This design comes from an exercise in tuning for small area, a short achievable clock period and few clock cycles per item on the open sky130 flow, not from production work.
RTL that was checked went through simulation tests only; none was proved equivalent to the original.
Power and IR drop assume default switching activity.

// medfilter2
module medfilter2
(
  CLK,
  RSTn,
  Start_sig,
  Done_sig,
  Data_out,
  Rom_addr,
  Rom_data
);
==> flow/config.mk <==
export PLATFORM = sky130hd
export DESIGN_NAME = medfilter2
export DESIGN_NICKNAME = medfilter2
export VERILOG_FILES = /design/flow/design.v
export SDC_FILE = /design/flow/constraint.sdc
export NUM_CORES = 4
export LEC_CHECK = 0
export CAP_MARGIN = 20
export CORE_MARGIN = 2
export CORE_UTILIZATION = 40
export CTS_BUF_LIST = sky130_fd_sc_hd__clkbuf_8
export SETUP_SLACK_MARGIN = 3.4
export SLEW_MARGIN = 20
==> flow/constraint.sdc <==
create_clock -name core_clock -period 5.5 [get_ports {CLK}]
set_input_delay 1.1000 -clock core_clock [delete_from_list [all_inputs] [get_ports {CLK}]]
set_output_delay 1.1000 -clock core_clock [all_outputs]
set_load 0.01 [all_outputs]
standard.sh (not shown) runs the stock make flow with config.mk's settings and CLKGATE_MAP_FILE= SYNTH_SCRIPT=/design/flow/synth_recipe.tcl, a recipe that flattens the netlist after the stock synthesis.
==> flow/flow/run.sh <==
#!/bin/bash
# The standard layout (standard.sh) with two changes:
# - the port buffers that placement inserts are the library's smallest
#   buffer instead of a delay cell; timing repair resizes them where needed;
# - clock tree synthesis does not add dummy loads to the clock nets.
export BUFFER_PORTS_ARGS="-buffer_cell sky130_fd_sc_hd__buf_1"
export CTS_ARGS="-sink_clustering_enable -repair_clock_nets -buf_list sky130_fd_sc_hd__clkbuf_8 -dont_use_dummy_load"
bash standard.sh > standard.log 2>&1
The baseline completed without violations.
Testbench counts at the start, summed over its fixed seeds: cycles 2,363,946, items 786,432.
Change:
- SETUP_SLACK_MARGIN: 3.4 -> 3.5
What happened: Combinational power rose by about 20%; worst setup slack gains 0.050 ns; count of clock-buffer cells in the layout does not change; hold slack barely changes; power grows by 4.0%; clock skew hardly moves; cell count went up by 2.3%; global-route usage came out higher by 0.66 points; via count came out higher by 2.2%.

run 1:
The RTL this note starts from:
==> flow/design.v <==
`timescale 1ns / 1ps
module medfilter2
(
  CLK,
  RSTn,
  Start_sig,
  Done_sig,
  Data_out,
  Rom_addr,
  Rom_data
);
  input CLK;
  input RSTn;
  input Start_sig;
  output Done_sig;
  output [7:0] Data_out;
  output [17:0] Rom_addr;
  input [7:0] Rom_data;
  reg       start_d;
  reg       run;
  reg [1:0] ph;        
  reg       z;         
  reg       first;     
  reg [8:0] rowA;
  reg [8:0] colA;
  reg       zq;        
  reg       done;
  wire start = Start_sig & ~start_d;
  always @(posedge CLK or negedge RSTn)
    if (!RSTn)
      start_d <= 1'b0;
    else
      start_d <= Start_sig;
  reg       eor;       
  wire [8:0] row_inc  = rowA + 9'd1;
  wire [8:0] row_dec1 = rowA - 9'd1;
  wire [8:0] row_dec2 = {rowA[8:1] - 8'd1, rowA[0]};
  always @(posedge CLK or negedge RSTn)
    if (!RSTn) begin
      run   <= 1'b0;
      ph    <= 2'd0;
      z     <= 1'b0;
      first <= 1'b0;
      rowA  <= 9'd0;
      colA  <= 9'd0;
      zq    <= 1'b0;
      done  <= 1'b0;
      eor   <= 1'b0;
    end else if (start) begin
      run   <= 1'b1;
      ph    <= 2'd0;
      z     <= 1'b1;
      first <= 1'b1;
      rowA  <= 9'd511;
      colA  <= 9'd0;
      zq    <= 1'b1;
      done  <= 1'b0;
      eor   <= 1'b0;
    end else if (run) begin
      ph  <= {ph[0], ~ph[1] & ~ph[0]};
      eor <= ~z & (colA == 9'd511);
      if (ph[1]) begin
        z    <= eor;
        rowA <= eor ? row_dec1 : row_dec2;
        if (!z)
          colA <= colA + 9'd1;
      end else
        rowA <= row_inc;
      zq   <= z | (ph == 2'd0 && rowA == 9'd511) | (ph[1] && rowA == 9'd0);
      done <= (ph == 2'd0) & ~first & ~(~z & colA == 9'd3);
      if (ph == 2'd0 && !z && colA == 9'd2)
        first <= 1'b0;
    end
  assign Rom_addr = {rowA, colA};
  assign Done_sig = done;
  wire g0 = (ph == 2'd0);
  wire g1 = (ph == 2'd1);
  wire g2 = (ph == 2'd2);
  reg [7:0] s0, s1, s2, s3, s4, s5, s6, s7, s8, s9, s10;
  reg [7:0] r0, r1, r2;
  reg [7:0] dout;
  wire swa = (g0 | g1) & gt8(s1, s0);
  wire swb = g2 & gt8(s3, s2);
  wire gab = gt8(s10, s7);
  wire gac = gt8(s10, s4);
  wire gbc = gt8(s7, s4);
  wire oa = g0 ? (gab & gac)   : g1 ? (gab ^ gac)    : (~gab & ~gac);
  wire ob = g0 ? (~gab & gbc)  : g1 ? ~(gab ^ gbc)   : (gab & ~gbc);
  wire oc = g0 ? (~gac & ~gbc) : g1 ? (gac ^ gbc)    : (gac & gbc);
  wire [7:0] op3 = ({8{oa}} & s10) | ({8{ob}} & s7) | ({8{oc}} & s4);
  wire fab = gt8(r2, r1);
  wire fac = gt8(r2, r0);
  wire fbc = gt8(r1, r0);
  wire [7:0] fmed = ({8{fab ^ fac}} & r2) | ({8{~(fab ^ fbc)}} & r1) | ({8{fac ^ fbc}} & r0);
  function gt8;
    input [7:0] a, b;
    reg [7:0] g, p;
    begin
      g = a & ~b;
      p = a | ~b;
      gt8 = g[7] | p[7] & (g[6] | p[6] & (g[5] | p[5] & (g[4] | p[4] &
            (g[3] | p[3] & (g[2] | p[2] & (g[1] | p[1] & g[0]))))));
    end
  endfunction
  always @(posedge CLK) begin
    s0  <= Rom_data & {8{~zq}};
    s1  <= swa ? s1 : s0;
    s2  <= swa ? s0 : s1;
    s3  <= swb ? s3 : s2;
    s4  <= swb ? s2 : s3;
    s5  <= s4;
    s6  <= s5;
    s7  <= s6;
    s8  <= s7;
    s9  <= s8;
    s10 <= s9;
    r0  <= op3;
    r1  <= r0;
    r2  <= r1;
    dout <= fmed;
  end
  assign Data_out = dout;
endmodule
make LEC_CHECK=0 CAP_MARGIN=20 CORE_MARGIN=2 CORE_UTILIZATION=40 SETUP_SLACK_MARGIN=3.3 SLEW_MARGIN=20 finish   # period 5.5 ns
run.sh (not shown) runs the stock make flow with config.mk's settings and CLKGATE_MAP_FILE= SYNTH_SCRIPT=/design/flow/synth_recipe.tcl, a recipe that flattens the netlist after the stock synthesis.
Stock flow here: none of the scripts above is used.
Changes in run 2 relative to run 1:
# run 1
export LEC_CHECK = 0
export CAP_MARGIN = 20
export CORE_MARGIN = 2
export CORE_UTILIZATION = 40
export SETUP_SLACK_MARGIN = 3.3
export SLEW_MARGIN = 20
create_clock -name core_clock -period 5.5 [get_ports {CLK}]
# run 2
export LEC_CHECK = 0
export CAP_MARGIN = 20
export CORE_MARGIN = 2
export CORE_UTILIZATION = 40
export CTS_CLUSTER_DIAMETER = 100
export CTS_CLUSTER_SIZE = 40
export SLEW_MARGIN = 20
create_clock -name core_clock -period 5.5 [get_ports {CLK}]
Notes after the runs:
The setup slack of run 2 was inferior to that of run 1. When the final numbers for run 2 and run 1 were put side by side, the final instance area turned out to be smaller in run 2. Diff run 1 -> run 2: total routed wirelength moved down; critical path depth ~0 delta; via count shows a reduction of 5.0%.
What run 3 does differently from run 2 at the input level:
# run 2
export LEC_CHECK = 0
export CAP_MARGIN = 20
export CORE_MARGIN = 2
export CORE_UTILIZATION = 40
export CTS_CLUSTER_DIAMETER = 100
export CTS_CLUSTER_SIZE = 40
export SLEW_MARGIN = 20
create_clock -name core_clock -period 5.5 [get_ports {CLK}]
# run 3
export LEC_CHECK = 0
export ABC_CLOCK_PERIOD_IN_PS = 2200
export CAP_MARGIN = 20
export CORE_MARGIN = 2
export CORE_UTILIZATION = 40
export SETUP_SLACK_MARGIN = 3.4
export SLEW_MARGIN = 20
create_clock -name core_clock -period 5.5 [get_ports {CLK}]
==> notes.md <==
Comparing the two runs side by side, run 3 comes out behind run 2 on internal power of the cells.
Re fraction of area in registers: run 2 was higher than run 3.
The heaviest power group comes out sequential cells in one run and combinational logic in the other, namely in run 2 and run 3 respectively.
Going from run 2 to run 3, power density over the cells has increased; final area saw an increase; worst hold slack closely matched the old numbers; total power after layout rose by about 11%; non-clock buffer count increased 32.
Going from run 2 to run 3, cell count of the worst reg-to-reg path rose by 3; final worst-path setup slack rose by 0.17 ns; cell count rose by 4.0%; timing-limited maximum frequency rose by 6.4%.
## Diff of input files: run 4 against run 3
# run 3
export LEC_CHECK = 0
export ABC_CLOCK_PERIOD_IN_PS = 2200
export CAP_MARGIN = 20
export CORE_MARGIN = 2
export CORE_UTILIZATION = 40
export SETUP_SLACK_MARGIN = 3.4
export SLEW_MARGIN = 20
create_clock -name core_clock -period 5.5 [get_ports {CLK}]
# run 4
export LEC_CHECK = 0
export CAP_MARGIN = 20
export CORE_MARGIN = 2
export CORE_UTILIZATION = 40
export SLEW_MARGIN = 20
create_clock -name core_clock -period 5.5 [get_ports {CLK}]
==> comparison <==
- Run 4 against run 3: total power -about 10%; final critical delay including setup and external delays saw an increase; met3 routed wirelength decreased by 93 um relative to the old numbers; filler cell count in the final layout went up by 6.8%.
- For the depth of the worst register-to-register path, run 4 came in 3 lower than run 3 did.
- Non-clock buffer count: run 4 < run 3
- Comparing run 4 and run 3, the higher layout clock buffer count was measured on run 3.
No run of this note included a check of the RTL's function; only the layout flow was run.

port drivers added, routing unchanged:
In the flow no input, the clock included, has a driving cell. The finished layouts below were timed again as built, in two steps.
Step 1: set_driving_cell puts a clkbuf_16 on CLK and a buf_2 on each other input, an assumption about the parent block.
Step 2 also shifts input and output timing later by t, the mid clock arrival at the registers, as if the neighbouring blocks saw the same clock.
Slacks: no drivers / after step 1 / after step 2; pairs: no drivers / after step 1.
run	shift t [ns]	setup slack, ns	latest minus earliest clock arrival (ns)
the first run of note 1	0.466	3.436 / 3.407 / 3.436	0.030 / 0.031
the second run of note 1	0.466	3.486 / 3.453 / 3.501	0.029 / 0.030
run 1	0.463	2.863 / 2.863 / 2.863	0.011 / 0.010
run 2	0.459	2.716 / 2.716 / 2.716	0.009 / 0.009
run 3	0.461	2.883 / 2.883 / 2.883	0.009 / 0.009
run 4	0.459	2.716 / 2.716 / 2.716	0.009 / 0.009
After both steps every run listed still meets setup and hold.
